Context: an optimization exercise on an open-source flow, tuned for small area, a short achievable clock period and few clock cycles per item. The choices shown serve that exercise and are no tape-out recipe. The RTL was checked by simulation tests, not by an equivalence proof against the original design. No activity file was given, so power comes from the tool's default toggle rates.

==> flow/design.v <==
module sorting(
    input             clk_i,
    input             rst_ni,
    input             start_clear_i,  
    input [31:0]      nums_i,         
    output reg        valid_o,        
    output [31:0]     sorted_nums_o   
);
    function [7:0] ce;
        input [3:0] a, b;
        reg g, l, ng, nl;
        reg [3:0] lo, hi;
        integer i;
        begin
            g = 1'b0;
            l = 1'b0;
            for (i = 3; i >= 0; i = i - 1) begin
                lo[i] = (a[i] & b[i]) | (g & b[i]) | (l & a[i]);
                hi[i] = (a[i] | b[i]) & (~g | a[i]) & (~l | b[i]);
                ng = g | (~l & a[i] & ~b[i]);
                nl = l | (~g & ~a[i] & b[i]);
                g = ng;
                l = nl;
            end
            ce = {hi, lo};
        end
    endfunction
    wire [3:0] a0 = nums_i[3:0];
    wire [3:0] a1 = nums_i[7:4];
    wire [3:0] a2 = nums_i[11:8];
    wire [3:0] a3 = nums_i[15:12];
    wire [3:0] a4 = nums_i[19:16];
    wire [3:0] a5 = nums_i[23:20];
    wire [3:0] a6 = nums_i[27:24];
    wire [3:0] a7 = nums_i[31:28];
    wire [3:0] b0, b1, b2, b3, b4, b5, b6, b7;
    assign {b2, b0} = ce(a0, a2);
    assign {b3, b1} = ce(a1, a3);
    assign {b6, b4} = ce(a4, a6);
    assign {b7, b5} = ce(a5, a7);
    wire [3:0] c0, c1, c2, c3, c4, c5, c6, c7;
    assign {c4, c0} = ce(b0, b4);
    assign {c5, c1} = ce(b1, b5);
    assign {c6, c2} = ce(b2, b6);
    assign {c7, c3} = ce(b3, b7);
    wire [3:0] d0, d1, d2, d3, d4, d5, d6, d7;
    assign {d1, d0} = ce(c0, c1);
    assign {d3, d2} = ce(c2, c3);
    assign {d5, d4} = ce(c4, c5);
    assign {d7, d6} = ce(c6, c7);
    wire [3:0] f2, f3, f4, f5;
    assign {f4, f2} = ce(d2, d4);
    assign {f5, f3} = ce(d3, d5);
    wire [3:0] g1, g3, g4, g6;
    assign {g4, g1} = ce(d1, f4);
    assign {g6, g3} = ce(f3, d6);
    reg [31:0] mid;
    always @(posedge clk_i) begin
        if (rst_ni == 1'b0)
            valid_o <= 1'b0;
        else
            valid_o <= start_clear_i;
    end
    always @(posedge clk_i) begin
        if (valid_o == 1'b0)
            mid <= {d7, g6, f5, g4, g3, f2, g1, d0};
    end
    wire [3:0] e0 = mid[3:0];
    wire [3:0] e1 = mid[7:4];
    wire [3:0] e2 = mid[11:8];
    wire [3:0] e3 = mid[15:12];
    wire [3:0] e4 = mid[19:16];
    wire [3:0] e5 = mid[23:20];
    wire [3:0] e6 = mid[27:24];
    wire [3:0] e7 = mid[31:28];
    assign sorted_nums_o[3:0]  = e0;
    assign {sorted_nums_o[11:8],   sorted_nums_o[7:4]}   = ce(e1, e2);
    assign {sorted_nums_o[19:16],  sorted_nums_o[15:12]} = ce(e3, e4);
    assign {sorted_nums_o[27:24],   sorted_nums_o[23:20]}  = ce(e5, e6);
    assign sorted_nums_o[31:28] = e7;
endmodule
==> flow/flow/run.sh <==
#!/bin/bash
# The standard layout, with plain buf_2 cells as the port buffers in place of
# the delay cells buffer_ports picks by default. Every port still gets a buffer.
set -euo pipefail
export BUFFER_PORTS_ARGS="-buffer_cell sky130_fd_sc_hd__buf_2"
bash standard.sh > standard.log 2>&1
==> flow/standard.sh <==
#!/bin/bash
# synth_recipe.tcl (not shown) runs the flow's synth.tcl, then flattens the netlist and writes it again
# the make line also repeats each setting of config.mk as NAME=value (left out here)
make -C /OpenROAD-flow-scripts/flow DESIGN_CONFIG=/design/flow/config.mk WORK_HOME=/design/flow/orfs CLKGATE_MAP_FILE= SYNTH_SCRIPT=/design/flow/synth_recipe.tcl "${@:-finish}"
==> flow/config.mk <==
export PLATFORM = sky130hd
export DESIGN_NAME = sorting
export DESIGN_NICKNAME = sorting
export VERILOG_FILES = /design/flow/design.v
export SDC_FILE = /design/flow/constraint.sdc
export NUM_CORES = 4
export LEC_CHECK = 0
export ABC_AREA = 1
export CAP_MARGIN = 20
export CORE_MARGIN = 2
export CORE_UTILIZATION = 40
export PLACE_DENSITY = 0.6
export SLEW_MARGIN = 20
==> flow/constraint.sdc <==
create_clock -name core_clock -period 8.0 [get_ports {clk_i}]
set_input_delay 1.6000 -clock core_clock [delete_from_list [all_inputs] [get_ports {clk_i}]]
set_output_delay 1.6000 -clock core_clock [all_outputs]
set_load 0.01 [all_outputs]
==> summary.txt, run 1 <==
* Least setup slack across all paths after layout at about 4.5 ns
* Final cycle utilization of the critical path at ~44%
* Dominant register cell in the synthesized netlist: edfxtp_1
* Wire length of the first global-routing pass at between 15000 and 20000 um
* Total wire length after detailed routing at 11220 um
* Setup violators final at 0
* Met2 track demand over resource in global routing at a little over a third
* Layer carrying the most global-route usage: met2
* Library cell with the largest summed area after synthesis: nand2_1
* Average footprint of a synthesized cell at between 5 and 6 um^2
* Net count after synthesis at around 840
* Area after detailed placement at 0.004863 mm^2
* Total Routing Usage GR at roughly a fifth
* Placer Congestion at ~0.92
* Clock Root Buffer: clkbuf_8
* Worst hold slack across all endpoints at 0.8483 ns
* Latest clock arrival within the worst-skew pair at 0.28 ns
* Sink Count at 33
* Number of synthesized flops with an enable pin at 32
* Site Rows at 38
* Clock slew seen by the registers of the worst setup and hold paths at 0.07 ns
* End-of-flow core utilization at a little under half
* Worst reg2reg path startpoint: valid_o
* YS warnings at 1
* Clock buffer depth at 2
* Final Hold Viols at 0
* Total negative setup slack at 0 ns
* Final design area excluding fillers at 0.004950 mm^2
* Starting DRC count in detailed routing at between 200 and 250
* Half-perimeter wire length after placement at 9740 um
* Cells taking the most area after synthesis: nand2_1 (28%), edfxtp_1 (22%), inv_1 (12%), nand3_1 (8.7%), nor2_1 (5.6%)
* Number of buffers inserted by post-CTS setup repair at 0
* FFs w/ async S/R, synth at 0%
* Count of hold buffers inserted by post-cts repair at 0
* Overflow left after global routing at 0
* Share of cells above drive strength 1 at ~18%
* Post-layout minimum cycle time at about 3.5 ns
* Maximum level of the CTS H-tree at 2
* Ranking of synthesized cells by instance count: nand2_1 (323), inv_1 (136), nand3_1 (76)
* Met1 GRT Util at between 20% and 30%
* Worst-case hold path end point: mid[2]
* Detailed-route vias per instance at a little under 5
* Post-synth top area share at 27.85%
* Antenna violations before repair at 0
* Fin Clk Skew at 0.007603 ns
* Met3 usage in global routing at between 1.5 and 2%
* Path depth of the worst reg2reg path at 1
* Die width at 108.3 um
* Max Slew Vio Count at 0
* Power density normalized to cell area at 179.9 mW/mm^2
* Overall power at a little under 0.9 mW
* Max-capacitance violation count at 0
* Kind of launch point of the worst setup path: flip-flop
* Initial core utilization at about 40%
* Ports placed on the boundary at 68
* Relative slew margins at approximately three fifths
* Number of detailed-routing iterations run before antenna repair at 5
* Post-cts resize count at 0
* Core region area at around 0.011 mm^2
* Vertical die dimension at 108.3 um
* Num CTS Buffers at 5
* Synthesized instance count at approximately 800
* Yosys reg bits at 33
* # port buffers at 67
* Cell variety after synth at 27
* Fin nets at between 900 and 1000
* Static leakage at approximately 3.0 nW
* Detailed-route via count at just under 5000
* Peak ir drop on the vdd network at ~0.00014 V
* Share of the yosys chip area belonging to registers at about 23%
* Reg2reg end: mid[25]
* Hold path depth at 1
* Most used standard cell by instance count after synthesis: nand2_1
* Clock tree from TritonCTS: yes
* Data required time at the worst endpoint at around 6.4 ns
* Result of the run: no timing/DRC/antenna violations
* RSZ-0062 raised after global routing: false
* Cell total after placement at 1008
* Number of global-route vias before repair at roughly 4400
* WL/cell at 11.04 um
* Fmax at between 200 and 300 MHz
* Post-synthesis instance area at about 0.0044 mm^2
* HP Class: reg2reg
* Pin count of the biggest net entering global routing at 33
* Worst setup path class: reg2out
* Number of remaining DRC errors at 0
* Floorplan die area at between 0.01 and 0.015 mm^2
* Signed area change from the synthesized netlist to the final layout at 13.71%
* Type of destination of the critical path: output port
* Slew of the pin with the lowest slew margin at around 0.63 ns
* Routed Antenna Nets at 0
* Ant. Diodes at 0
* Setup slack of the worst register-to-register path at around 7 ns
* Crit path arrival time at ~1.9 ns
* Worst Path Max Fanout at 4
* Worst slack at placement at around 4.3 ns
* Non-Filler Instances at 1016
* Startpoint of the tightest hold check path: valid_o
-- report_power, final --
part | leakage [nW] | switching, mW | internal (mW)
Combinational | 2.65 | 0.332 | 0.175
Clock | 0.0439 | 0.0588 | 0.0599
Sequential | 0.341 | 0.0239 | 0.240
-- worst max-delay path, stage by stage (launching register included) --
cell and delay, ns:
edfxtp_1 0.38, inv_1 0.07, nor2_1 0.20, nor2_1 0.07, a21oi_1 0.22, inv_1 0.06, nor2_1 0.13, nand2_1 0.06
nand2_1 0.05, inv_1 0.05, o21ai_0 0.13, o21ai_0 0.09, buf_2 0.14
-- placed cells by master, fill, tap and decap left out, types with 3 or more instances in the layout --
cell	instances
nand2_1	323
inv_1	135
nand3_1	76
buf_2	67
nor2_1	65
o21ai_0	35
edfxtp_1	32
nand2_2	28
a21oi_1	26
inv_2	19
o21ai_1	12
nor2_2	11
o21ai_2	8
nand3_2	5
o22ai_1	5
clkbuf_8	5
nand4_1	4
clkinv_2	3
o21a_1	3
-- routing by layer --
layer / part of all wire, % / wire length (um)
met5: 0 / 0
met4: 1.9 / 210
met3: 3.3 / 373
met2: 47 / 5288
met1: 48 / 5345
-- worst max-delay path by stage --
stage | from | endpoint | slack, ns | cells after the start
2_1_floorplan | nums_i[31] | mid[24] | 4.78 | 16
3_3_place_gp | nums_i[3] | mid[12] | 4.38 | 18
3_5_place_dp | nums_i[3] | mid[24] | 4.30 | 17
4_1_cts | mid[19] | sorted_nums_o[16] | 4.46 | 12
5_1_grt | mid[11] | sorted_nums_o[8] | 4.16 | 12
6_report | mid[19] | sorted_nums_o[16] | 4.47 | 12
-- kinds of logic (layout without fill, tap and decap cells) --
| kind of cell | Yosys count | after routing | synth area share, % |
|---|---|---|---|
| AO/OA/AOI/OAI | 99 | 99 | 14.03 |
| AND/OR/NAND/NOR | 514 | 514 | 50.04 |
| buffers and inverters | 155 | 230 | 13.39 |
| flip-flops | 33 | 33 | 22.54 |
-- flip-flops by register name, summed over array words and instances (netlist names) --
| name | count |
|---|---|
| mid | 32 |
| valid_o | 1 |
-- area by class of cell --
| type | count | area (um^2) |
|---|---|---|
| multi-input combinational | 613 | 2789 |
| tap | 140 | 175.2 |
| inverter | 155 | 583.1 |
| clock inverter | 3 | 17.52 |
| sequential | 33 | 980.9 |
| fill | 1163 | 5796 |
| timing repair buffer | 67 | 335.3 |
| clock buffer | 5 | 68.82 |
Testbench counts, summed over its fixed seeds: cycles 4,000, sorts 2,000.
==> inputs of run 2 (changes only) <==
--- a/flow/design.v
+++ b/flow/design.v
@@ -8,15 +8,16 @@
 );
     function [7:0] ce;
         input [3:0] a, b;
-        reg g, l, ng, nl;
+        reg g, l, ng, nl, sel;
         reg [3:0] lo, hi;
         integer i;
         begin
             g = 1'b0;
             l = 1'b0;
             for (i = 3; i >= 0; i = i - 1) begin
-                lo[i] = (a[i] & b[i]) | (g & b[i]) | (l & a[i]);
-                hi[i] = (a[i] | b[i]) & (~g | a[i]) & (~l | b[i]);
+                sel = g | (~l & a[i]);
+                lo[i] = sel ? b[i] : a[i];
+                hi[i] = sel ? a[i] : b[i];
                 ng = g | (~l & a[i] & ~b[i]);
                 nl = l | (~g & ~a[i] & b[i]);
                 g = ng;
==> flow/flow/run.sh (replaced) <==
#!/bin/bash
# The standard layout with two changes:
#  - synthesis maps with flow/map.abc (ABC's area script with a required time,
#    so it recovers area off the critical paths); everything else in the
#    synthesis script, register names included, is the standard flow's own;
#  - the port buffers are plain buf_2 cells in place of the delay cells
#    buffer_ports picks by default. Every port still gets a buffer.
set -euo pipefail
W=$(pwd)
sed "s#log_cmd abc {\*}\$abc_args#log_cmd abc {*}[lreplace \$abc_args 1 1 $W/flow/map.abc]#" \
    "$FLOW_HOME/scripts/synth.tcl" > "$W/flow_synth.tcl"
grep -q "flow/map.abc" "$W/flow_synth.tcl"
sed "s#source \$::env(SCRIPTS_DIR)/synth.tcl#source $W/flow_synth.tcl#" \
    "$W/synth_recipe.tcl" > "$W/flow_synth_recipe.tcl"
grep -q "flow_synth.tcl" "$W/flow_synth_recipe.tcl"
sed "s#SYNTH_SCRIPT=[^ ]*#SYNTH_SCRIPT=$W/flow_synth_recipe.tcl#" "$W/standard.sh" > "$W/flow_standard.sh"
grep -q "flow_synth_recipe.tcl" "$W/flow_standard.sh"
export BUFFER_PORTS_ARGS="-buffer_cell sky130_fd_sc_hd__buf_2"
bash "$W/flow_standard.sh" > "$W/flow_standard.log" 2>&1
==> flow/flow/map.abc (new file) <==
strash
dch
map -D 3600 -B 0.9
topo
stime -c
buffer -c
upsize -c
dnsize -c
==> run 2 against run 1 <==
- clock skew grew 0.0058 ns
- clock power grew 28%
- worst hold slack lost 0.029 ns
- critical path type unchanged
- still clean
- final cell count shrank 21%
- synthesized cell count shrank 23%
==> summary.txt, run 2 <==
* Most common cell after layout, fill and taps aside: nand2_1 (unchanged)
* Library cell with the largest summed area after synthesis: edfxtp_1 (was nand2_1)
* Max Slew Vio Count at 0 (unchanged)
* Die width at 98.47 um (was 108.3 um)
* Antenna violations before repair at 0 (unchanged)
* Met2 track demand over resource in global routing at 33.54% (was 36.66%)
* Yosys reg bits at 33 (unchanged)
* Top flop regs: mid (32), valid_o (1) (unchanged)
* Relative slew margins at 61.17% (was 58.18%)
* Post-cts resize count at 0 (unchanged)
* Worst reg2reg path startpoint: valid_o (unchanged)
* Core region area at 0.008678 mm^2 (was 0.01075 mm^2)
* Wire length of the first global-routing pass at 14580 um (was 18730 um)
* Layer carrying the most global-route usage: met2 (unchanged)
* Overflow left after global routing at 0 (unchanged)
* Detailed-route via count at 3939 (was 4886)
* Reg2reg end: mid[25] (unchanged)
* Number of global-route vias before repair at 3600 (was 4408)
* Crit path arrival time at 2.21 ns (was 1.93 ns)
* HP Class: reg2reg (unchanged)
* Setup slack of the worst register-to-register path at 6.92 ns (was 6.83 ns)
* Sink Count at 33 (unchanged)
* Worst Path Max Fanout at 4 (unchanged)
* Signed area change from the synthesized netlist to the final layout at 16.37% (was 13.71%)
* Final Hold Viols at 0 (unchanged)
* Type of destination of the critical path: output port (unchanged)
* Starting DRC count in detailed routing at 141 (was 224)
* Total wire length after detailed routing at 8371 um (was 11220 um)
* Floorplan die area at 0.009695 mm^2 (was 0.01173 mm^2)
* Latest clock arrival within the worst-skew pair at 0.29 ns (was 0.28 ns)
* Synthesized instance count at 616 (was 801)
* FFs w/ async S/R, synth at 0% (unchanged)
* Routed Antenna Nets at 0 (unchanged)
* Cell variety after synth at 31 (was 27)
* Site Rows at 34 (was 38)
* Maximum level of the CTS H-tree at 2 (unchanged)
* Worst hold slack across all endpoints at 0.8193 ns (was 0.8483 ns)
* Top register by number of flip-flops: mid (unchanged)
* Highest-count cells in the layout ignoring fill and taps: nand2_1 (193), inv_1 (122), nor2_1 (69) (was nand2_1 (323), inv_1 (135), nand3_1 (76))
* Result of the run: no timing/DRC/antenna violations (unchanged)
* Clock tree from TritonCTS: yes (unchanged)
* Count of hold buffers inserted by post-cts repair at 0 (unchanged)
* Cells taking the most area after synthesis: edfxtp_1 (27%), nand2_1 (20%), inv_1 (13%), nor2_1 (7.3%), o21ai_0 (5.3%) (was nand2_1 (28%), edfxtp_1 (22%), inv_1 (12%), nand3_1 (8.7%), nor2_1 (5.6%))
* YS warnings at 1 (unchanged)
* Simple logic cell fraction of the synthesized area at 33.65% (was 50.04%)
* Initial core utilization at 41.13% (was 40.51%)
* Post-synthesis instance area at 0.003570 mm^2 (was 0.004353 mm^2)
* Max-capacitance violation count at 0 (unchanged)
* Dominant register cell in the synthesized netlist: edfxtp_1 (unchanged)
* Post-synthesis share of cell area spent on xor and xnor gates at 0% (unchanged)
* Flip-flop count of the largest register, all copies and words added at 32 (unchanged)
* Number of synthesized flops with an enable pin at 32 (unchanged)
* Kind of launch point of the worst setup path: flip-flop (unchanged)
* Num CTS Buffers at 5 (unchanged)
* Fin Clk Skew at 0.01341 ns (was 0.007603 ns)
* Final cycle utilization of the critical path at 47.64% (was 44.18%)
* # port buffers at 67 (unchanged)
* Detailed-route vias per instance at 4.924 (was 4.809)
* Adder-cell share of the synthesized area at 0% (unchanged)
* Peak ir drop on the vdd network at 0.00009087 V (was 0.0001353 V)
* Ant. Diodes at 0 (unchanged)
* Share of the synthesized area in compound gates (AO/OA/AOI/OAI) at 24.19% (was 14.03%)
* Destination of the critical timing path: sorted_nums_o[4] (was sorted_nums_o[16])
* Share of cells above drive strength 1 at 16.18% (was 18.04%)
* WL/cell at 10.46 um (was 11.04 um)
* Clock buffer depth at 2 (unchanged)
* Clock slew seen by the registers of the worst setup and hold paths at 0.07 ns (about the same)
* Overall power at 0.8597 mW (was 0.8905 mW)
* Total Routing Usage GR at 18.11% (was 19.92%)
* Number of buffers inserted by post-CTS setup repair at 0 (unchanged)
* Static leakage at 2.406 nW (was 3.036 nW)
* Post-layout minimum cycle time at 3.811 ns (was 3.534 ns)
* Pin count of the biggest net entering global routing at 33 (unchanged)
* Post-synth top area share at 26.92% (was 27.85%)
* Average footprint of a synthesized cell at 5.795 um^2 (was 5.434 um^2)
* Placer Congestion at 0.8266 (was 0.9162)
* Clock Root Buffer: clkbuf_8 (unchanged)
* Data required time at the worst endpoint at 6.40 ns (about the same)
* Fmax at 262.4 MHz (was 283.0 MHz)
* Fin nets at 726 (was 910)
* Total negative setup slack at 0 ns (unchanged)
* Met1 GRT Util at 21.35% (was 24.67%)
* RSZ-0062 raised after global routing: false (unchanged)
* Met3 usage in global routing at 1.986% (was 1.989%)
* Ports placed on the boundary at 68 (unchanged)
* Slew of the pin with the lowest slew margin at 0.5764 ns (was 0.6264 ns)
* Power density normalized to cell area at 206.9 mW/mm^2 (was 179.9 mW/mm^2)
* Path depth of the worst reg2reg path at 2 (was 1)
* Ranking of synthesized cells by instance count: nand2_1 (193), inv_1 (122), nor2_1 (69) (was nand2_1 (323), inv_1 (136), nand3_1 (76))
* Cell total after placement at 792 (was 1008)
* Setup violators final at 0 (unchanged)
* Number of remaining DRC errors at 0 (unchanged)
* Worst setup path class: reg2out (unchanged)
* Share of the yosys chip area belonging to registers at 27.48% (was 22.54%)
* Share of cell area taken by muxes after synthesis at 0.2804% (was 0%)
* Non-Filler Instances at 800 (was 1016)
* Half-perimeter wire length after placement at 7301 um (was 9740 um)
* Largest family of logic cells by synthesized area: simple AND/OR/NAND/NOR gates (unchanged)
* Most used standard cell by instance count after synthesis: nand2_1 (unchanged)
* Critical path origin: mid[11] (was mid[19])
* Number of detailed-routing iterations run before antenna repair at 5 (unchanged)
* Net count after synthesis at 651 (was 836)
* Vertical die dimension at 98.47 um (was 108.3 um)
run 2: cell types whose count changed after synthesis, moves of 5 or more:
cell      previous run  this run
inv_1              136       122
nand2_1            323       193
nand2_2             28         2
nand3_1             76        25
nand3_2              5         0
nor2_2              11         5
o211ai_1             0        12
o21ai_1             12        29
or2_1                0         5
run 2: layer usage:
layer / part of all wire, % / vias up
met3: 3.3 / 15
li1: - / 2125
met2: 49 / 72
met4: 2.7 / 0
met5: 0 / -
met1: 45 / 1727
run 2: how the worst min path moves through the flow:
| stage | start | end | slack [ns] | depth (start not counted) |
|---|---|---|---|---|
| 3_5_place_dp | valid_o | mid[2] | 0.81 | 2 |
| 5_1_grt | valid_o | mid[0] | 0.88 | 2 |
| 2_1_floorplan | valid_o | mid[0] | 1.06 | 1 |
| 4_1_cts | valid_o | mid[2] | 0.83 | 2 |
| 6_report | valid_o | mid[0] | 0.82 | 2 |
| 3_3_place_gp | valid_o | mid[2] | 0.81 | 2 |
run 2: logic make-up (layout without fill, tap and decap cells):
| family | Yosys count | in the layout |
|---|---|---|
| flip-flops | 33 | 33 |
| multiplexers | 1 | 1 |
| AND/OR/NAND/NOR | 302 | 302 |
| AO/OA/AOI/OAI | 143 | 143 |
| buffers and inverters | 137 | 213 |
run 2: area by class of cell:
type	instances	area, um^2
clock buffer	6	72.57
clock inverter	2	33.78
fill	924	4524
inverter	137	514.2
multi-input combinational	446	2074
sequential	33	980.9
tap	108	135.1
timing repair buffer	68	342.8
run 2: power by group:
| group | leakage [nW] | internal (mW) | switching [mW] |
|---|---|---|---|
| clock | 0.0528 | 0.0919 | 0.0601 |
| sequential | 0.339 | 0.243 | 0.0176 |
| combinational | 2.01 | 0.160 | 0.287 |
| total | 2.41 | 0.495 | 0.365 |
run 2: metrics by stage:
| step | area (um^2) | utilization [%] | worst slack (ns) |
|---|---|---|---|
| floorplan | 3570 | - | 4.545 |
| global placement | 4048 | 46.64 | 4.034 |
| detailed placement | 4048 | 46.64 | 3.981 |
| CTS | 4154 | 47.87 | 4.162 |
| global route | 4154 | 47.87 | 3.858 |
| finish | 4154 | 47.87 | 4.189 |
run 2: critical path: stages (launching register included):
cell      delay, ns
edfxtp_1       0.40
inv_1          0.07
nor2_1         0.13
inv_1          0.07
nand2_1        0.09
nor2_1         0.05
nor2_1         0.13
nand2_1        0.09
o311ai_0       0.37
o211ai_1       0.20
a21oi_1        0.18
buf_2          0.14
Testbench counts of run 2, summed over its fixed seeds: cycles 4,000, sorts 2,000.
==> inputs of run 3 (changes only) <==
--- a/flow/design.v
+++ b/flow/design.v
@@ -26,6 +26,20 @@
             ce = {hi, lo};
         end
     endfunction
+    function [7:0] ce_par;
+        input [3:0] a, b;
+        reg [3:0] g, n, sel;
+        begin
+            g = a & ~b;      
+            n = a | ~b;      
+            sel[3] = a[3];
+            sel[2] = g[3] | (n[3] & a[2]);
+            sel[1] = g[3] | (n[3] & g[2]) | (n[3] & n[2] & a[1]);
+            sel[0] = g[3] | (n[3] & g[2]) | (n[3] & n[2] & g[1]) |
+                     (n[3] & n[2] & n[1] & a[0]);
+            ce_par = {(sel & a) | (~sel & b), (sel & b) | (~sel & a)};
+        end
+    endfunction
     wire [3:0] a0 = nums_i[3:0];
     wire [3:0] a1 = nums_i[7:4];
     wire [3:0] a2 = nums_i[11:8];
@@ -52,9 +66,6 @@
     wire [3:0] f2, f3, f4, f5;
     assign {f4, f2} = ce(d2, d4);
     assign {f5, f3} = ce(d3, d5);
-    wire [3:0] g1, g3, g4, g6;
-    assign {g4, g1} = ce(d1, f4);
-    assign {g6, g3} = ce(f3, d6);
     reg [31:0] mid;
     always @(posedge clk_i) begin
         if (rst_ni == 1'b0)
@@ -64,7 +75,7 @@
     end
     always @(posedge clk_i) begin
         if (valid_o == 1'b0)
-            mid <= {d7, g6, f5, g4, g3, f2, g1, d0};
+            mid <= {d7, d6, f5, f4, f3, f2, d1, d0};
     end
     wire [3:0] e0 = mid[3:0];
     wire [3:0] e1 = mid[7:4];
@@ -74,9 +85,12 @@
     wire [3:0] e5 = mid[23:20];
     wire [3:0] e6 = mid[27:24];
     wire [3:0] e7 = mid[31:28];
+    wire [3:0] g1, g3, g4, g6;
+    assign {g4, g1} = ce_par(e1, e4);
+    assign {g6, g3} = ce_par(e3, e6);
     assign sorted_nums_o[3:0]  = e0;
-    assign {sorted_nums_o[11:8],   sorted_nums_o[7:4]}   = ce(e1, e2);
-    assign {sorted_nums_o[19:16],  sorted_nums_o[15:12]} = ce(e3, e4);
-    assign {sorted_nums_o[27:24],   sorted_nums_o[23:20]}  = ce(e5, e6);
+    assign {sorted_nums_o[11:8],   sorted_nums_o[7:4]}   = ce_par(g1, e2);
+    assign {sorted_nums_o[19:16],  sorted_nums_o[15:12]} = ce_par(g3, g4);
+    assign {sorted_nums_o[27:24],   sorted_nums_o[23:20]}  = ce_par(e5, g6);
     assign sorted_nums_o[31:28] = e7;
 endmodule
==> flow/flow/run.sh (replaced) <==
#!/bin/bash
# The standard layout with two changes:
#  - synthesis is the standard flow's own script with its one ABC mapping call replaced by
#    the two in flow/split_abc.tcl (register names and every other step are
#    unchanged);
#  - the port buffers are plain buf_2 cells in place of the delay cells
#    buffer_ports picks by default. Every port still gets a buffer.
set -euo pipefail
W=$(pwd)
export FLOW_DIR="$W/flow"
awk -v f="$W/flow/split_abc.tcl" '
  $0 == "  log_cmd abc {*}$abc_args" { while ((getline l < f) > 0) print l; n++; next }
  { print }
  END { if (n != 1) exit 1 }' "$FLOW_HOME/scripts/synth.tcl" > "$W/flow_synth.tcl"
sed "s#source \$::env(SCRIPTS_DIR)/synth.tcl#source $W/flow_synth.tcl#" \
    "$W/synth_recipe.tcl" > "$W/flow_synth_recipe.tcl"
grep -q "flow_synth.tcl" "$W/flow_synth_recipe.tcl"
sed "s#SYNTH_SCRIPT=[^ ]*#SYNTH_SCRIPT=$W/flow_synth_recipe.tcl#" "$W/standard.sh" > "$W/flow_standard.sh"
grep -q "flow_synth_recipe.tcl" "$W/flow_standard.sh"
export BUFFER_PORTS_ARGS="-buffer_cell sky130_fd_sc_hd__buf_2"
bash "$W/flow_standard.sh" > "$W/flow_standard.log" 2>&1
==> flow/flow/map_in.abc (new file) <==
strash
dch
map -D 3000 -B 0.9
topo
stime -c
buffer -c
upsize -c
dnsize -c
==> flow/flow/map_out.abc (new file) <==
strash
dch
map -B 0.9
topo
stime -c
buffer -c
upsize -c
dnsize -c
==> flow/flow/split_abc.tcl (new file) <==
# Replaces synth.tcl's single abc call. The logic from the register to the
# outputs (the cone of sorted_nums_o, stopping at flip-flops) is mapped first
# with ORFS's delay-driven area script (map_out.abc); the rest, from the inputs
# to the register, is then mapped with map_in.abc, which adds a required time
# so ABC recovers area off the critical paths.
select -set outcone o:sorted_nums_o %ci*:-sky130_fd_sc_hd__edfxtp_1:-sky130_fd_sc_hd__dfxtp_1
log_cmd abc {*}[lreplace $abc_args 1 1 $::env(FLOW_DIR)/map_out.abc] @outcone
log_cmd abc {*}[lreplace $abc_args 1 1 $::env(FLOW_DIR)/map_in.abc]
removed: flow/flow/map.abc
==> run 3 against run 2 <==
- worst hold slack lost 0.048 ns
- synthesized cell count rose by 7.3%
- clock-buffer cell count is the same
- clock power increased by 5%
- sequential cell count unchanged
- critical path type unchanged
==> summary.txt, run 3 <==
* YS warnings at 1 (unchanged)
* Hold path depth at 1 (was 2)
* Most common cell after layout, fill and taps aside: nand2_1 (unchanged)
* Total negative setup slack at 0 ns (unchanged)
* Die width at 101.0 um (was 98.47 um)
* Relative slew margins at 67.89% (was 61.17%)
* Share of the yosys chip area belonging to registers at 26.05% (was 27.48%)
* Detailed-route via count at 4078 (was 3939)
* Setup violators final at 0 (unchanged)
* Kind of launch point of the worst setup path: flip-flop (unchanged)
* Worst slack at placement at 4.310 ns (was 3.981 ns)
* Power density normalized to cell area at 208.4 mW/mm^2 (was 206.9 mW/mm^2)
* Clock tree from TritonCTS: yes (unchanged)
* Cells taking the most area after synthesis: edfxtp_1 (26%), nand2_1 (23%), inv_1 (13%), nor2_1 (5.8%), nand3_1 (5.2%) (was edfxtp_1 (27%), nand2_1 (20%), inv_1 (13%), nor2_1 (7.3%), o21ai_0 (5.3%))
* Least setup slack across all paths after layout at 4.552 ns (was 4.189 ns)
* Data required time at the worst endpoint at 6.40 ns (about the same)
* Result of the run: no timing/DRC/antenna violations (unchanged)
* HP Class: reg2reg (unchanged)
* Number of synthesized flops with an enable pin at 32 (unchanged)
* Number of global-route vias before repair at 3788 (was 3600)
* Dominant register cell in the synthesized netlist: edfxtp_1 (unchanged)
* Total wire length after detailed routing at 8867 um (was 8371 um)
* Latest clock arrival within the worst-skew pair at 0.28 ns (was 0.29 ns)
* Placer Congestion at 0.8943 (was 0.8266)
* Total Routing Usage GR at 18.28% (was 18.11%)
* Vertical die dimension at 101.0 um (was 98.47 um)
* Reg2reg end: mid[15] (was mid[25])
* Slew of the pin with the lowest slew margin at 0.4767 ns (was 0.5764 ns)
* Initial core utilization at 40.95% (was 41.13%)
* Max-capacitance violation count at 0 (unchanged)
* Final cycle utilization of the critical path at 43.10% (was 47.64%)
* Average footprint of a synthesized cell at 5.698 um^2 (was 5.795 um^2)
* Fmax at 290.1 MHz (was 262.4 MHz)
* Number of remaining DRC errors at 0 (unchanged)
* Clock Root Buffer: clkbuf_8 (unchanged)
* Ant. Diodes at 0 (unchanged)
* Num CTS Buffers at 5 (unchanged)
* Core region area at 0.009196 mm^2 (was 0.008678 mm^2)
* RSZ-0062 raised after global routing: false (unchanged)
* # port buffers at 67 (unchanged)
* Synthesized instance count at 661 (was 616)
* Sink Count at 33 (unchanged)
* Worst setup path class: reg2out (unchanged)
* Number of buffers inserted by post-CTS setup repair at 0 (unchanged)
* Antenna violations before repair at 0 (unchanged)
* Most used standard cell by instance count after synthesis: nand2_1 (unchanged)
* Wire length of the first global-routing pass at 15280 um (was 14580 um)
* Library cell with the largest summed area after synthesis: edfxtp_1 (unchanged)
* Worst reg2reg path startpoint: valid_o (unchanged)
* Path depth of the worst reg2reg path at 2 (unchanged)
* Cell total after placement at 840 (was 792)
* Overflow left after global routing at 0 (unchanged)
* Starting DRC count in detailed routing at 132 (was 141)
* Highest-count cells in the layout ignoring fill and taps: nand2_1 (231), inv_1 (132), buf_2 (67) (was nand2_1 (193), inv_1 (122), nor2_1 (69))
* Non-Filler Instances at 848 (was 800)
* Share of cells above drive strength 1 at 18.05% (was 16.18%)
* Max Slew Vio Count at 0 (unchanged)
* Static leakage at 2.584 nW (was 2.406 nW)
* Top register by number of flip-flops: mid (unchanged)
* Clock buffer depth at 2 (unchanged)
* Type of destination of the critical path: output port (unchanged)
* Fin nets at 771 (was 726)
* Crit path arrival time at 1.85 ns (was 2.21 ns)
* Worst-case hold path end point: mid[30] (was mid[0])
* Fill cell total of the finished layout at 992 (was 924)
* Ports placed on the boundary at 68 (unchanged)
* End-of-flow core utilization at 47.58% (was 47.87%)
* Post-layout minimum cycle time at 3.448 ns (was 3.811 ns)
* Yosys reg bits at 33 (unchanged)
* Post-synthesis instance area at 0.003766 mm^2 (was 0.003570 mm^2)
* Top flop regs: mid (32), valid_o (1) (unchanged)
* Flip-flop count of the largest register, all copies and words added at 32 (unchanged)
* Number of detailed-routing iterations run before antenna repair at 4 (was 5)
* WL/cell at 10.46 um (about the same)
* Post-cts resize count at 0 (unchanged)
* Pin count of the biggest net entering global routing at 22 (was 33)
* Peak ir drop on the vdd network at 0.00008101 V (was 0.00009087 V)
* Setup slack of the worst register-to-register path at 6.78 ns (was 6.92 ns)
* Ranking of synthesized cells by instance count: nand2_1 (231), inv_1 (132), nor2_1 (58) (was nand2_1 (193), inv_1 (122), nor2_1 (69))
* Clock slew seen by the registers of the worst setup and hold paths at 0.07 ns (about the same)
* FFs w/ async S/R, synth at 0% (unchanged)
* Final Hold Viols at 0 (unchanged)
* Count of hold buffers inserted by post-cts repair at 0 (unchanged)
* Site Rows at 35 (was 34)
* Signed area change from the synthesized netlist to the final layout at 16.18% (was 16.37%)
* Cell variety after synth at 34 (was 31)
* Floorplan die area at 0.01021 mm^2 (was 0.009695 mm^2)
* Startpoint of the tightest hold check path: valid_o (unchanged)
* Post-synth top area share at 25.51% (was 26.92%)
* Routed Antenna Nets at 0 (unchanged)
* Overall power at 0.9117 mW (was 0.8597 mW)
* Half-perimeter wire length after placement at 7857 um (was 7301 um)
* Net count after synthesis at 696 (was 651)
* Maximum level of the CTS H-tree at 2 (unchanged)
* Worst Path Max Fanout at 4 (unchanged)
* Detailed-route vias per instance at 4.809 (was 4.924)
* Fin Clk Skew at 0.008113 ns (was 0.01341 ns)
run 3: area by class of cell:
cell class                      count  area [um^2]  area share [%]
Multi-Input combinational cell    486         2252           51.47
Sequential cell                    33        980.9           22.42
Inverter                          142        533.0           12.18
Timing Repair Buffer               68        350.3           8.007
Tap cell                          111        138.9           3.174
Clock buffer                        6        82.58           1.887
Clock inverter                      2        37.54          0.8579
run 3: worst max-delay path by stage:
stage                     from          endpoint  slack, ns
floorplan           nums_i[11]           mid[12]       4.80
global placement     nums_i[3]           mid[16]       4.34
detailed placement   nums_i[3]           mid[16]       4.31
CTS                     mid[7]  sorted_nums_o[4]       4.53
global route            mid[7]  sorted_nums_o[4]       4.32
finish                  mid[7]  sorted_nums_o[4]       4.55
run 3: logic make-up (layout without fill, tap and decap cells):
logic type | count (synthesis) | count (layout) | synth area share [%]
compound gates | 110 | 110 | 17.18
buf+inv | 142 | 218 | 14.15
flops | 33 | 33 | 26.05
simple gates | 376 | 376 | 42.62
run 3: metal layers:
metal	part of all wire, %	up-vias	routed length, um	GRT usage (%)
met5	0	-	0	0
met2	49	59	4337	34.46
met1	47	1777	4176	21.90
li1	-	2233	-	-
met3	2.3	9	206	1.248
met4	1.6	0	146	5.925
run 3: stage by stage:
step                      area (um^2)  hold slack, ns
after global routing             4375          0.8287
after detailed placement         4255          0.7796
final                            4375          0.7716
after floorplan                  3766           1.059
after global placement           4240           1.135
after CTS                        4375          0.7970
run 3: where the power goes:
group / switching (mW) / internal [mW] / total, mW
Combinational: 0.314 / 0.178 / 0.492
Sequential: 0.0233 / 0.237 / 0.260
Clock: 0.0584 / 0.101 / 0.160
Total: 0.396 / 0.516 / 0.912
run 3: critical path: stages, from the launching register on:
cell	delay, ns
edfxtp_1	0.44
nand2_1	0.16
nand2_1	0.11
nand2_1	0.11
nor2_1	0.06
nor2_1	0.16
nand2_1	0.11
nand2_1	0.09
nand2_1	0.07
a21oi_1	0.12
buf_2	0.14
Testbench counts of run 3, summed over its fixed seeds: cycles 4,000, sorts 2,000.
==> inputs of run 4 (changes only) <==
--- a/flow/flow/run.sh
+++ b/flow/flow/run.sh
@@ -3,7 +3,7 @@
 #  - synthesis is the standard flow's own script with its one ABC mapping call replaced by
 #    the two in flow/split_abc.tcl (register names and every other step are
 #    unchanged);
-#  - the port buffers are plain buf_2 cells in place of the delay cells
+#  - the port buffers are plain buf_1 cells in place of the delay cells
 #    buffer_ports picks by default. Every port still gets a buffer.
 set -euo pipefail
 W=$(pwd)
@@ -17,5 +17,5 @@
 grep -q "flow_synth.tcl" "$W/flow_synth_recipe.tcl"
 sed "s#SYNTH_SCRIPT=[^ ]*#SYNTH_SCRIPT=$W/flow_synth_recipe.tcl#" "$W/standard.sh" > "$W/flow_standard.sh"
 grep -q "flow_synth_recipe.tcl" "$W/flow_standard.sh"
-export BUFFER_PORTS_ARGS="-buffer_cell sky130_fd_sc_hd__buf_2"
+export BUFFER_PORTS_ARGS="-buffer_cell sky130_fd_sc_hd__buf_1"
 bash "$W/flow_standard.sh" > "$W/flow_standard.log" 2>&1
==> flow/flow/map_in.abc (replaced) <==
strash
dc2
dch
map -D 3000 -B 0.9
topo
stime -c
buffer -c
upsize -c
dnsize -c
--- a/flow/config.mk
+++ b/flow/config.mk
@@ -8,6 +8,6 @@
 export ABC_AREA = 1
 export CAP_MARGIN = 20
 export CORE_MARGIN = 2
-export CORE_UTILIZATION = 40
+export CORE_UTILIZATION = 55
 export PLACE_DENSITY = 0.6
 export SLEW_MARGIN = 20
==> run 4 against run 3 <==
- largest cell class unchanged
- critical endpoint is now sorted_nums_o[12]
- still clean on timing, DRC and antenna
- core utilization is 17 points higher
- wire length decreased by 2.2%
- global-route usage increased by 6.0 points
- final cell count fell by 4.0%
==> summary.txt, run 4 <==
* Result of the run: no timing/DRC/antenna violations (unchanged)
* HP Class: reg2reg (unchanged)
* Vertical die dimension at 86.14 um (was 101.0 um)
* Sum of buffers and inverters on the critical path at 2 (was 1)
* Switching portion of total power at 45.28% (was 43.43%)
* Static leakage at 2.365 nW (was 2.584 nW)
* RSZ-0062 raised after global routing: false (unchanged)
* Switching power summed over all nets at 0.4103 mW (was 0.3960 mW)
* Number of remaining DRC errors at 0 (unchanged)
* WL/cell at 10.65 um (was 10.46 um)
* FFs w/ async S/R, synth at 0% (unchanged)
* Initial core utilization at 57.78% (was 40.95%)
* Detailed route wirelength on metal3 at 331 um (was 206 um)
* Number of detailed-routing iterations run before antenna repair at 5 (was 4)
* Peak ir drop on the vdd network at 0.00008817 V (was 0.00008101 V)
* Crit path arrival time at 1.94 ns (was 1.85 ns)
* Worst Path Max Fanout at 5 (was 4)
* Routed Antenna Nets at 0 (unchanged)
* Total Routing Usage GR at 24.28% (was 18.28%)
* Highest Signal Layer: met4 (unchanged)
* Detailed-route via count at 4163 (was 4078)
* Net count after synthesis at 697 (was 696)
* Average footprint of a synthesized cell at 5.606 um^2 (was 5.698 um^2)
* Yosys reg bits at 33 (unchanged)
* CP max stage delay at 0.45 ns (was 0.44 ns)
* Top flop regs: mid (32), valid_o (1) (unchanged)
* Detailed-route vias per instance at 5.114 (was 4.809)
* Post-layout minimum cycle time at 3.535 ns (was 3.448 ns)
* Most common cell after layout, fill and taps aside: nand2_1 (unchanged)
* Max-capacitance violation count at 0 (unchanged)
* Reg2reg end: mid[23] (was mid[15])
* Final cycle utilization of the critical path at 44.19% (was 43.10%)
* Clock slew seen by the registers of the worst setup and hold paths at 0.07 ns (about the same)
* Ranking of synthesized cells by instance count: nand2_1 (256), inv_1 (108), nor2_1 (56) (was nand2_1 (231), inv_1 (132), nor2_1 (58))
* Core region area at 0.006422 mm^2 (was 0.009196 mm^2)
* Crit-path slowest cell: edfxtp_1 (unchanged)
* Cells taking the most area after synthesis: edfxtp_1 (26%), nand2_1 (26%), inv_1 (11%), nand3_1 (6.3%), nor2_1 (5.7%) (was edfxtp_1 (26%), nand2_1 (23%), inv_1 (13%), nor2_1 (5.8%), nand3_1 (5.2%))
* Critical path origin: mid[7] (unchanged)
* Path depth of the worst reg2reg path at 1 (was 2)
* Half-perimeter wire length after placement at 7364 um (was 7857 um)
* Floorplan die area at 0.007420 mm^2 (was 0.01021 mm^2)
* Wire length of the first global-routing pass at 14750 um (was 15280 um)
* Number of synthesized flops with an enable pin at 32 (unchanged)
* Most used standard cell by instance count after synthesis: nand2_1 (unchanged)
* Placer Congestion at 0.8827 (was 0.8943)
* Share of power burned in registers at 29.3% (was 28.5%)
* Crit path depth at 12 (was 10)
* Num CTS Buffers at 5 (unchanged)
* Relative slew margins at 57.88% (was 67.89%)
* Latest clock arrival within the worst-skew pair at 0.29 ns (was 0.28 ns)
* Share of the yosys chip area belonging to registers at 26.43% (was 26.05%)
* Data required time at the worst endpoint at 6.40 ns (about the same)
* Flip-flop count of the largest register, all copies and words added at 32 (unchanged)
* Clock tree from TritonCTS: yes (unchanged)
* Setup slack of the worst register-to-register path at 6.84 ns (was 6.78 ns)
* Slew of the pin with the lowest slew margin at 0.6309 ns (was 0.4767 ns)
* Overflow left after global routing at 0 (unchanged)
* Cell variety after synth at 31 (was 34)
* Fin Clk Skew at 0.004360 ns (was 0.008113 ns)
* Destination of the critical timing path: sorted_nums_o[12] (was sorted_nums_o[4])
* Post-cts resize count at 0 (unchanged)
* Clock Power Share at 17.1% (was 17.5%)
* Starting DRC count in detailed routing at 189 (was 132)
* Final Hold Viols at 0 (unchanged)
* YS warnings at 1 (unchanged)
* Cell-by-cell trace of the critical path: inv_2 -> nand2_1 -> nand2_1 -> nand3_1 -> nand2_1 -> nand3_1 -> nand2_2 -> nand2_2 -> nand2_1 -> nand2_1 -> nand2_1 -> buf_1 (was nand2_1 -> nand2_1 -> nand2_1 -> nor2_1 -> nor2_1 -> nand2_1 -> nand2_1 -> nand2_1 -> a21oi_1 -> buf_2)
* Internal Pwr Total at 0.4957 mW (was 0.5157 mW)
* Wire length the detailed router placed on met1 at 3868 um (was 4176 um)
* Clock buffer depth at 2 (unchanged)
* Synthesized instance count at 662 (was 661)
* Highest-count cells in the layout ignoring fill and taps: nand2_1 (256), inv_1 (107), buf_1 (67) (was nand2_1 (231), inv_1 (132), buf_2 (67))
* Signed area change from the synthesized netlist to the final layout at 12.47% (was 16.18%)
* # port buffers at 67 (unchanged)
* Most frequent cell on the critical path: nand2_1 (unchanged)
* Met2 layer wire length in the routed design at 4379 um (was 4337 um)
* Fmax at 282.8 MHz (was 290.1 MHz)
* Post-synthesis instance area at 0.003711 mm^2 (was 0.003766 mm^2)
* Count of hold buffers inserted by post-cts repair at 0 (unchanged)
* Ports placed on the boundary at 68 (unchanged)
* Library cell with the largest summed area after synthesis: edfxtp_1 (unchanged)
* Number of global-route vias before repair at 3614 (was 3788)
* Total wire length after detailed routing at 8670 um (was 8867 um)
* Clock Root Buffer: clkbuf_8 (unchanged)
* Post-synth top area share at 25.89% (was 25.51%)
* Startpoint of the tightest hold check path: valid_o (unchanged)
* Dominant register cell in the synthesized netlist: edfxtp_1 (unchanged)
* Number of buffers inserted by post-CTS setup repair at 0 (unchanged)
* Proportion of power drawn by combinational gates at 53.6% (was 54.0%)
* Power density normalized to cell area at 217.0 mW/mm^2 (was 208.4 mW/mm^2)
* Top register by number of flip-flops: mid (unchanged)
* Area after detailed placement at 0.004059 mm^2 (was 0.004255 mm^2)
* Max Slew Vio Count at 0 (unchanged)
* Pin count of the biggest net entering global routing at 33 (was 22)
* CP delay by family, top: simple AND/OR/NAND/NOR gates (unchanged)
* Ant. Diodes at 0 (unchanged)
* Kind of launch point of the worst setup path: flip-flop (unchanged)
* Total negative setup slack at 0 ns (unchanged)
* Worst setup path class: reg2out (unchanged)
* Fin nets at 771 (unchanged)
* Site Rows at 29 (was 35)
* Setup violators final at 0 (unchanged)
* Worst reg2reg path startpoint: valid_o (unchanged)
* Sink Count at 33 (unchanged)
* Maximum level of the CTS H-tree at 2 (unchanged)
* Final design area excluding fillers at 0.004174 mm^2 (was 0.004375 mm^2)
* Share of cells above drive strength 1 at 7.327% (was 18.05%)
* Die width at 86.14 um (was 101.0 um)
* Antenna violations before repair at 0 (unchanged)
* Type of destination of the critical path: output port (unchanged)
## run 4: changes by cell type after synthesis, moves of 5 or more
cell / previous run / this run
nand3_1: 39 / 47
o21ai_2: 8 / 3
inv_2: 7 / 16
o21ai_1: 30 / 22
inv_1: 132 / 108
nand2_1: 231 / 256
o22ai_1: 4 / 11
## run 4: worst min path at each step
stage	end	cells past startpoint
CTS	mid[5]	1
finish	mid[5]	1
global placement	mid[5]	1
detailed placement	mid[5]	1
floorplan	mid[0]	1
global route	mid[5]	1
## run 4: per-layer routing
metal  track usage [%]  up-vias
li1                  -     2249
met1             29.51     1806
met2             46.51      100
met3             1.251        8
met4             5.772        0
met5                 0        -
## run 4: through the flow
stage / cells / total power, mW / hold slack (ns) / utilization [%] / worst slack [ns]
5_1_grt: 814 / 0.9921 / 0.9000 / 64.99 / 4.153
4_1_cts: 814 / 0.9041 / 1.148 / 64.99 / 4.467
2_1_floorplan: 662 / 0.6298 / 1.059 / - / 4.739
3_3_place_gp: 806 / 0.7356 / 1.111 / 63.20 / 4.331
3_5_place_dp: 806 / 0.7516 / 1.132 / 63.20 / 4.214
6_report: 814 / 0.9060 / 0.8390 / 64.99 / 4.465
## run 4: layout make-up
type | count | area [um^2]
fill | 608 | 2248
timing repair buffer | 67 | 251.5
tap | 77 | 96.34
clock inverter | 3 | 46.29
multi-input combinational | 504 | 2261
sequential | 33 | 980.9
inverter | 125 | 469.2
clock buffer | 5 | 68.82
## run 4: logic make-up after synthesis
logic type	count (synthesis)	synth area share [%]
compound gates	102	15.34
buf+inv	125	12.64
flops	33	26.43
mux	2	0.5395
simple gates	400	45.04
## run 4: power groups by stage
stage	Sequential, mW	Clock [mW]	Combinational, mW
6_report	0.266	0.155	0.486
5_1_grt	0.270	0.163	0.559
4_1_cts	0.265	0.155	0.485
3_5_place_dp	0.269	0	0.483
3_3_place_gp	0.267	0	0.469
2_1_floorplan	0.263	0	0.367
==> inputs of run 5 (changes only) <==
--- a/flow/design.v
+++ b/flow/design.v
@@ -8,7 +8,7 @@
 );
     function [7:0] ce;
         input [3:0] a, b;
-        reg g, l, ng, nl, sel;
+        reg g, l, sel;
         reg [3:0] lo, hi;
         integer i;
         begin
@@ -18,10 +18,8 @@
                 sel = g | (~l & a[i]);
                 lo[i] = sel ? b[i] : a[i];
                 hi[i] = sel ? a[i] : b[i];
-                ng = g | (~l & a[i] & ~b[i]);
-                nl = l | (~g & ~a[i] & b[i]);
-                g = ng;
-                l = nl;
+                g = sel & (g | ~b[i]);
+                l = ~sel & (l | b[i]);
             end
             ce = {hi, lo};
         end
==> run 5 against run 4 <==
- sequential share of layout area grew 0.42 points
- core utilization shrank 0.77 points
- total power shrank 5.5%
- critical path type unchanged
==> summary.txt, run 5 <==
* Antenna violations before repair at 0 (unchanged)
* Detailed-route via count at 4051 (was 4163)
* Worst slack at placement at 4.344 ns (was 4.214 ns)
* Cells taking the most area after synthesis: edfxtp_1 (26%), nand2_1 (26%), inv_1 (10%), nand3_1 (8.9%), nor2_1 (6.3%) (was edfxtp_1 (26%), nand2_1 (26%), inv_1 (11%), nand3_1 (6.3%), nor2_1 (5.7%))
* Power density normalized to cell area at 208.8 mW/mm^2 (was 217.0 mW/mm^2)
* FFs w/ async S/R, synth at 0% (unchanged)
* Ranking of synthesized cells by instance count: nand2_1 (254), inv_1 (98), nand3_1 (65) (was nand2_1 (256), inv_1 (108), nor2_1 (56))
* Worst-case hold path end point: mid[8] (was mid[5])
* Cell total after placement at 784 (was 806)
* Dominant register cell in the synthesized netlist: edfxtp_1 (unchanged)
* Maximum level of the CTS H-tree at 2 (unchanged)
* Register cell area after layout at 980.9 um^2 (unchanged)
* Cell variety after synth at 32 (was 31)
* Worst hold slack across all endpoints at 0.7786 ns (was 0.8390 ns)
* Clock slew seen by the registers of the worst setup and hold paths at 0.07 ns (about the same)
* Num CTS Buffers at 5 (unchanged)
* Library cell with the largest summed area after synthesis: edfxtp_1 (unchanged)
* Result of the run: no timing/DRC/antenna violations (unchanged)
* Clock buffer depth at 2 (unchanged)
* Core region area at 0.006386 mm^2 (was 0.006422 mm^2)
* Top flop regs: mid (32), valid_o (1) (unchanged)
* Setup slack of the worst register-to-register path at 6.78 ns (was 6.84 ns)
* Flip-flop count of the largest register, all copies and words added at 32 (unchanged)
* Worst reg2reg path startpoint: valid_o (unchanged)
* Total negative setup slack at 0 ns (unchanged)
* Final cycle utilization of the critical path at 44.18% (was 44.19%)
* Number of detailed-routing iterations run before antenna repair at 5 (unchanged)
* Top register by number of flip-flops: mid (unchanged)
* Static leakage at 2.291 nW (was 2.365 nW)
* End-of-flow core utilization at 64.22% (was 64.99%)
* Fin Clk Skew at 0.006919 ns (was 0.004360 ns)
* Highest-count cells in the layout ignoring fill and taps: nand2_1 (254), inv_1 (98), buf_1 (67) (was nand2_1 (256), inv_1 (107), buf_1 (67))
* Clock tree from TritonCTS: yes (unchanged)
* Placer Congestion at 0.9388 (was 0.8827)
* Fill cell total of the finished layout at 626 (was 608)
* Least setup slack across all paths after layout at 4.466 ns (was 4.465 ns)
* Number of synthesized flops with an enable pin at 32 (unchanged)
* Reg2reg end: mid[22] (was mid[23])
* Clock Root Buffer: clkbuf_8 (unchanged)
* Kind of launch point of the worst setup path: flip-flop (unchanged)
* Fin nets at 749 (was 771)
* Detailed-route vias per instance at 5.115 (was 5.114)
* Net count after synthesis at 674 (was 697)
* Total wire length after detailed routing at 8952 um (was 8670 um)
* Path depth of the worst reg2reg path at 2 (was 1)
* # port buffers at 67 (unchanged)
* WL/cell at 11.30 um (was 10.65 um)
* Final Hold Viols at 0 (unchanged)
* Post-layout minimum cycle time at 3.534 ns (was 3.535 ns)
* Crit path arrival time at 1.93 ns (was 1.94 ns)
* Average footprint of a synthesized cell at 5.721 um^2 (was 5.606 um^2)
* Wire length of the first global-routing pass at 15270 um (was 14750 um)
* Vertical die dimension at 85.53 um (was 86.14 um)
* Most frequent cell on the critical path: nand2_1 (unchanged)
* Sink Count at 33 (unchanged)
* Starting DRC count in detailed routing at 155 (was 189)
* Number of buffers inserted by post-CTS setup repair at 0 (unchanged)
* Site Rows at 29 (unchanged)
* Relative slew margins at 68.82% (was 57.88%)
* Max-capacitance violation count at 0 (unchanged)
* Post-cts resize count at 0 (unchanged)
* Floorplan die area at 0.007315 mm^2 (was 0.007420 mm^2)
* Die width at 85.53 um (was 86.14 um)
* Max Slew Vio Count at 0 (unchanged)
* Pin count of the biggest net entering global routing at 22 (was 33)
* Ports placed on the boundary at 68 (unchanged)
* Setup violators final at 0 (unchanged)
* Latest clock arrival within the worst-skew pair at 0.29 ns (about the same)
* Hold path depth at 1 (unchanged)
* Crit-path slowest cell: edfxtp_1 (unchanged)
* Overflow left after global routing at 0 (unchanged)
* Startpoint of the tightest hold check path: valid_o (unchanged)
* Synthesized instance count at 639 (was 662)
* Total area of multi-input combinational cells at 0.002296 mm^2 (was 0.002261 mm^2)
* Peak ir drop on the vdd network at 0.0001545 V (was 0.00008817 V)
* Number of remaining DRC errors at 0 (unchanged)
* Routed Antenna Nets at 0 (unchanged)
* HP Class: reg2reg (unchanged)
* Total Routing Usage GR at 25.50% (was 24.28%)
* Initial core utilization at 57.25% (was 57.78%)
* Type of destination of the critical path: output port (unchanged)
* Most used standard cell by instance count after synthesis: nand2_1 (unchanged)
* RSZ-0062 raised after global routing: false (unchanged)
* Fmax at 283.0 MHz (was 282.8 MHz)
* Most common cell after layout, fill and taps aside: nand2_1 (unchanged)
* Data required time at the worst endpoint at 6.40 ns (about the same)
* Worst Path Max Fanout at 6 (was 5)
* Post-synthesis instance area at 0.003656 mm^2 (was 0.003711 mm^2)
* Yosys reg bits at 33 (unchanged)
* Share of cells above drive strength 1 at 7.552% (was 7.327%)
* Share of the yosys chip area belonging to registers at 26.83% (was 26.43%)
* Count of hold buffers inserted by post-cts repair at 0 (unchanged)
* Worst setup path class: reg2out (unchanged)
* YS warnings at 1 (unchanged)
* Ant. Diodes at 0 (unchanged)
* Number of global-route vias before repair at 3675 (was 3614)
* Signed area change from the synthesized netlist to the final layout at 12.18% (was 12.47%)
* Post-synth top area share at 26.28% (was 25.89%)
* Half-perimeter wire length after placement at 7698 um (was 7364 um)
* CP max stage delay at 0.47 ns (was 0.45 ns)
* Slew of the pin with the lowest slew margin at 0.4672 ns (was 0.6309 ns)
* Non-Filler Instances at 792 (was 814)
* Cell-by-cell trace of the critical path: inv_1 -> nand2_2 -> nand2_1 -> nand3_1 -> nand2_1 -> nand3_1 -> nand2_2 -> nand2_2 -> nand2_1 -> nand2_1 -> nand2_1 -> buf_1 (was inv_2 -> nand2_1 -> nand2_1 -> nand3_1 -> nand2_1 -> nand3_1 -> nand2_2 -> nand2_2 -> nand2_1 -> nand2_1 -> nand2_1 -> buf_1)
[run 5: changes by cell type in the layout (fill, tap and decap cells not counted), sizes merged, moves of 2 or more]
cell | previous run | this run
inv | 124 | 100
nand3 | 48 | 68
o21ai | 61 | 48
o22ai | 11 | 3
nor2 | 61 | 65
o21a | 5 | 1
a22o | 0 | 3
a21oi | 15 | 17
a22oi | 2 | 0
and2 | 2 | 0
mux2i | 2 | 0
nand4 | 8 | 10
or2 | 3 | 5
[run 5: cell type report]
class / count / share of cell area [%]
Clock buffer: 6 / 1.769
Sequential cell: 33 / 23.92
Timing Repair Buffer: 68 / 6.498
Tap cell: 77 / 2.349
Inverter: 101 / 9.243
Multi-Input combinational cell: 505 / 55.98
Clock inverter: 2 / 0.2441
[run 5: through the flow]
| stage | cell area, um^2 | power (mW) |
|---|---|---|
| floorplan | 3656 | 0.6141 |
| global placement | 4004 | 0.7179 |
| detailed placement | 4019 | 0.7341 |
| CTS | 4101 | 0.8560 |
| global route | 4101 | 0.9342 |
| finish | 4101 | 0.8563 |
[run 5: layer usage]
layer | up-vias | GRT usage (%) | wire, um
met5 | - | 0 | 0
met4 | 0 | 8.081 | 224
met3 | 21 | 2.887 | 331
met2 | 82 | 45.74 | 4252
met1 | 1749 | 32.03 | 4144
li1 | 2199 | - | -
[run 5: logic make-up (layout without fill, tap and decap cells)]
family / Yosys count / count (layout) / synth area share, %
AOI/OAI and AO/OA: 80 / 80 / 13.25
and+or+nand+nor: 425 / 425 / 49.56
DFF: 33 / 33 / 26.83
buffers and inverters: 101 / 177 / 10.37
[run 5: critical path, delay by kind of cell (launching register included)]
kind / cells / cell delay [ns]
simple gates: 10 / 0.89
flops: 1 / 0.47
buf+inv: 2 / 0.27
[run 5: how the worst max path moves through the flow]
stage	to	depth (start not counted)	from
final	sorted_nums_o[12]	12	mid[15]
after global routing	mid[8]	14	nums_i[7]
after CTS	sorted_nums_o[12]	12	mid[15]
after detailed placement	mid[12]	15	nums_i[7]
after global placement	mid[12]	15	nums_i[7]
after floorplan	mid[8]	16	nums_i[19]
[run 5: power breakdown]
group / switching (mW) / internal (mW)
clock: 0.0640 / 0.0603
combinational: 0.315 / 0.159
sequential: 0.0229 / 0.235
total: 0.402 / 0.455
Testbench counts of run 5, summed over its fixed seeds: cycles 4,000, sorts 2,000.
==> inputs of run 6 (changes only) <==
--- a/flow/design.v
+++ b/flow/design.v
@@ -22,20 +22,6 @@
                 l = ~sel & (l | b[i]);
             end
             ce = {hi, lo};
-        end
-    endfunction
-    function [7:0] ce_par;
-        input [3:0] a, b;
-        reg [3:0] g, n, sel;
-        begin
-            g = a & ~b;      
-            n = a | ~b;      
-            sel[3] = a[3];
-            sel[2] = g[3] | (n[3] & a[2]);
-            sel[1] = g[3] | (n[3] & g[2]) | (n[3] & n[2] & a[1]);
-            sel[0] = g[3] | (n[3] & g[2]) | (n[3] & n[2] & g[1]) |
-                     (n[3] & n[2] & n[1] & a[0]);
-            ce_par = {(sel & a) | (~sel & b), (sel & b) | (~sel & a)};
         end
     endfunction
     wire [3:0] a0 = nums_i[3:0];
@@ -84,11 +70,11 @@
     wire [3:0] e6 = mid[27:24];
     wire [3:0] e7 = mid[31:28];
     wire [3:0] g1, g3, g4, g6;
-    assign {g4, g1} = ce_par(e1, e4);
-    assign {g6, g3} = ce_par(e3, e6);
+    assign {g4, g1} = ce(e1, e4);
+    assign {g6, g3} = ce(e3, e6);
     assign sorted_nums_o[3:0]  = e0;
-    assign {sorted_nums_o[11:8],   sorted_nums_o[7:4]}   = ce_par(g1, e2);
-    assign {sorted_nums_o[19:16],  sorted_nums_o[15:12]} = ce_par(g3, g4);
-    assign {sorted_nums_o[27:24],   sorted_nums_o[23:20]}  = ce_par(e5, g6);
+    assign {sorted_nums_o[11:8],   sorted_nums_o[7:4]}   = ce(g1, e2);
+    assign {sorted_nums_o[19:16],  sorted_nums_o[15:12]} = ce(g3, g4);
+    assign {sorted_nums_o[27:24],   sorted_nums_o[23:20]}  = ce(e5, g6);
     assign sorted_nums_o[31:28] = e7;
 endmodule
==> run 6 against run 5 <==
- still clean
- worst hold slack gained 0.069 ns
- critical path depth grew 2
- die area grew 0.20%
- design area shrank 0.21%
- register-to-register slack gained 0.06 ns
- first-iteration DRC count grew 11%
- global-route usage shrank 0.25 points
- sequential cell count is the same
- sequential power is essentially flat
- worst setup slack gained 0.0078 ns
- combinational power shrank 4%
- largest cell class unchanged
- highest routed layer unchanged
==> summary.txt, run 6 <==
* Top flop regs: mid (32), valid_o (1) (unchanged)
* Max Slew Vio Count at 0 (unchanged)
* Fmax at 283.6 MHz (was 283.0 MHz)
* Num CTS Buffers at 5 (unchanged)
* Max-capacitance violation count at 0 (unchanged)
* Clock tree from TritonCTS: yes (unchanged)
* WL/cell at 11.12 um (was 11.30 um)
* Largest family of logic cells by synthesized area: simple AND/OR/NAND/NOR gates (unchanged)
* Post-synthesis instance area at 0.003664 mm^2 (was 0.003656 mm^2)
* Number of synthesized flops with an enable pin at 32 (unchanged)
* Number of remaining DRC errors at 0 (unchanged)
* Fin Clk Skew at 0.005616 ns (was 0.006919 ns)
* Starting DRC count in detailed routing at 172 (was 155)
* YS warnings at 1 (unchanged)
* Ranking of synthesized cells by instance count: nand2_1 (272), inv_1 (88), nand3_1 (65) (was nand2_1 (254), inv_1 (98), nand3_1 (65))
* RSZ-0062 raised after global routing: false (unchanged)
* Final Hold Viols at 0 (unchanged)
* Total wire length after detailed routing at 8752 um (was 8952 um)
* Static leakage at 2.309 nW (was 2.291 nW)
* Fin nets at 744 (was 749)
* FFs w/ async S/R, synth at 0% (unchanged)
* Crit path arrival time at 1.93 ns (about the same)
* Half-perimeter wire length after placement at 7666 um (was 7698 um)
* Top register by number of flip-flops: mid (unchanged)
* Share of cells above drive strength 1 at 9.859% (was 7.552%)
* Routed Antenna Nets at 0 (unchanged)
* Ant. Diodes at 0 (unchanged)
* Final cycle utilization of the critical path at 44.08% (was 44.18%)
* Total Routing Usage GR at 25.25% (was 25.50%)
* Vertical die dimension at 85.62 um (was 85.53 um)
* Cell total after placement at 779 (was 784)
* Initial core utilization at 57.37% (was 57.25%)
* # port buffers at 67 (unchanged)
* Post-cts resize count at 0 (unchanged)
* Yosys reg bits at 33 (unchanged)
* Dominant register cell in the synthesized netlist: edfxtp_1 (unchanged)
* Most common cell after layout, fill and taps aside: nand2_1 (unchanged)
* Count of hold buffers inserted by post-cts repair at 0 (unchanged)
* Clock Root Buffer: clkbuf_8 (unchanged)
* Clock buffer depth at 2 (unchanged)
* Clock slew seen by the registers of the worst setup and hold paths at 0.06 ns (was 0.07 ns)
* Type of destination of the critical path: output port (unchanged)
* Post-layout minimum cycle time at 3.526 ns (was 3.534 ns)
* Simple logic cell fraction of the synthesized area at 51.43% (was 49.56%)
* Number of buffers inserted by post-CTS setup repair at 0 (unchanged)
* Number of global-route vias before repair at 3568 (was 3675)
* Setup violators final at 0 (unchanged)
* Floorplan die area at 0.007330 mm^2 (was 0.007315 mm^2)
* Result of the run: no timing/DRC/antenna violations (unchanged)
* Highest-count cells in the layout ignoring fill and taps: nand2_1 (272), inv_1 (87), buf_1 (67) (was nand2_1 (254), inv_1 (98), buf_1 (67))
* Fill cell total of the finished layout at 624 (was 626)
* Net count after synthesis at 670 (was 674)
* Latest clock arrival within the worst-skew pair at 0.28 ns (was 0.29 ns)
* Slew of the pin with the lowest slew margin at 0.6121 ns (was 0.4672 ns)
* Die width at 85.62 um (was 85.53 um)
* HP Class: reg2reg (unchanged)
* Non-Filler Instances at 787 (was 792)
* Placer Congestion at 0.8917 (was 0.9388)
* Data required time at the worst endpoint at 6.40 ns (about the same)
* Wire length of the first global-routing pass at 15070 um (was 15270 um)
* Worst Path Max Fanout at 6 (unchanged)
* Site Rows at 29 (unchanged)
* Share of the yosys chip area belonging to registers at 26.78% (was 26.83%)
* Cells taking the most area after synthesis: nand2_1 (28%), edfxtp_1 (26%), inv_1 (9.0%), nand3_1 (8.9%), nor2_1 (4.7%) (was edfxtp_1 (26%), nand2_1 (26%), inv_1 (10%), nand3_1 (8.9%), nor2_1 (6.3%))
* Maximum level of the CTS H-tree at 2 (unchanged)
* Core region area at 0.006386 mm^2 (unchanged)
* Average footprint of a synthesized cell at 5.769 um^2 (was 5.721 um^2)
* Adder-cell share of the synthesized area at 0% (unchanged)
* Library cell with the largest summed area after synthesis: nand2_1 (was edfxtp_1)
* Share of the synthesized area in compound gates (AO/OA/AOI/OAI) at 11.65% (was 13.24%)
* Detailed-route via count at 4025 (was 4051)
* Pin count of the biggest net entering global routing at 33 (was 22)
* Synthesized instance count at 635 (was 639)
* Number of detailed-routing iterations run before antenna repair at 5 (unchanged)
* Sink Count at 33 (unchanged)
* Worst hold slack across all endpoints at 0.8471 ns (was 0.7786 ns)
* Cell variety after synth at 27 (was 32)
* Antenna violations before repair at 0 (unchanged)
* Ports placed on the boundary at 68 (unchanged)
* Relative slew margins at 59.14% (was 68.82%)
* Overflow left after global routing at 0 (unchanged)
* Most used standard cell by instance count after synthesis: nand2_1 (unchanged)
* Signed area change from the synthesized netlist to the final layout at 11.71% (was 12.18%)
* End-of-flow core utilization at 64.09% (was 64.22%)
* Post-synthesis share of cell area spent on xor and xnor gates at 0% (unchanged)
* Post-synth top area share at 27.87% (was 26.28%)
* Kind of launch point of the worst setup path: flip-flop (unchanged)
* Share of cell area taken by muxes after synthesis at 0% (unchanged)
* Detailed-route vias per instance at 5.114 (was 5.115)
* Total negative setup slack at 0 ns (unchanged)
* Power density normalized to cell area at 202.3 mW/mm^2 (was 208.8 mW/mm^2)
* Peak ir drop on the vdd network at 0.0001655 V (was 0.0001545 V)
* Flip-flop count of the largest register, all copies and words added at 32 (unchanged)
* Worst setup path class: reg2out (unchanged)
[run 6: logic make-up after synthesis]
kind of cell / Yosys count
simple gates: 431
flops: 33
buf+inv: 99
compound gates: 72
[run 6: power breakdown]
| group | leakage, nW | total (mW) | switching, mW | internal [mW] |
|---|---|---|---|---|
| clock | 0.0430 | 0.115 | 0.0563 | 0.0584 |
| sequential | 0.339 | 0.256 | 0.0209 | 0.236 |
| combinational | 1.93 | 0.457 | 0.306 | 0.151 |
| total | 2.31 | 0.828 | 0.383 | 0.445 |
[run 6: metrics by stage]
step / worst slack, ns / instance area, um^2 / power [mW]
2_1_floorplan: 4.858 / 3664 / 0.6006
3_3_place_gp: 4.380 / 4011 / 0.7037
3_5_place_dp: 4.350 / 4011 / 0.7162
4_1_cts: 4.486 / 4093 / 0.8294
5_1_grt: 4.245 / 4093 / 0.9112
6_report: 4.474 / 4093 / 0.8281
[run 6: routing by layer]
metal  vias to the layer above  part of all wire, %  track usage [%]
met2                       102                   49            46.09
met3                        13                  4.2            2.406
li1                       2184                    -                -
met1                      1726                   45            31.48
met5                         -                    0                0
met4                         0                  1.8            7.504
[run 6: critical path: stages (launching register included)]
cell,delay [ns]
edfxtp_1,0.49
inv_1,0.10
nand2_1,0.09
nand2_1,0.14
nand3_2,0.10
nand2_2,0.10
nand2_1,0.06
nand2_1,0.08
nand2_1,0.06
nand2_1,0.11
inv_1,0.05
nand2_1,0.05
nand2_1,0.05
inv_1,0.04
buf_1,0.14
[run 6: final timing paths]
check	endpoint	slack (ns)	startpoint	depth (start not counted)
hold reg to reg	mid[5]	0.85	valid_o	1
setup reg to reg	mid[27]	6.84	valid_o	1
setup / recovery	sorted_nums_o[12]	4.47	mid[7]	14
hold / removal	mid[5]	0.85	valid_o	1
[run 6: layout make-up]
cell class	instances	area (um^2)	area share, %
Tap cell	77	96.34	2.354
Clock buffer	5	68.82	1.681
Clock inverter	3	12.51	0.3057
Sequential cell	33	980.9	23.97
Timing Repair Buffer	67	251.5	6.145
Inverter	99	371.6	9.080
Multi-Input combinational cell	503	2311	56.47
Testbench counts of run 6, summed over its fixed seeds: cycles 4,000, sorts 2,000.

[separate check: timing with driven ports]
In the flow no input, the clock included, has a driving cell. The finished layouts below were timed again as built, in two steps.
Step 1: set_driving_cell puts a clkbuf_16 on clk_i and a buf_2 on each other input, an assumption about the parent block.
Step 2 also shifts input and output timing later by t, the mid clock arrival at the registers, as if the neighbouring blocks saw the same clock.
Three values: no drivers, after step 1, after step 2; two values: the first two.
run	t, ns	setup WS [ns]	worst data-port slew with drivers (ns)
run 1	0.311	4.466 / 4.435 / 4.254	0.03
run 2	0.309	4.189 / 4.161 / 3.976	0.04
run 3	0.305	4.552 / 4.526 / 4.270	0.03
run 4	0.312	4.465 / 4.439 / 4.180	0.03
run 5	0.318	4.466 / 4.436 / 4.308	0.04
run 6	0.308	4.474 / 4.447 / 4.344	0.03
After both steps every run listed still meets setup and hold. The setup slack of run 4, which loses most, moves by -0.026 ns with the drivers and by -0.285 ns with both steps.
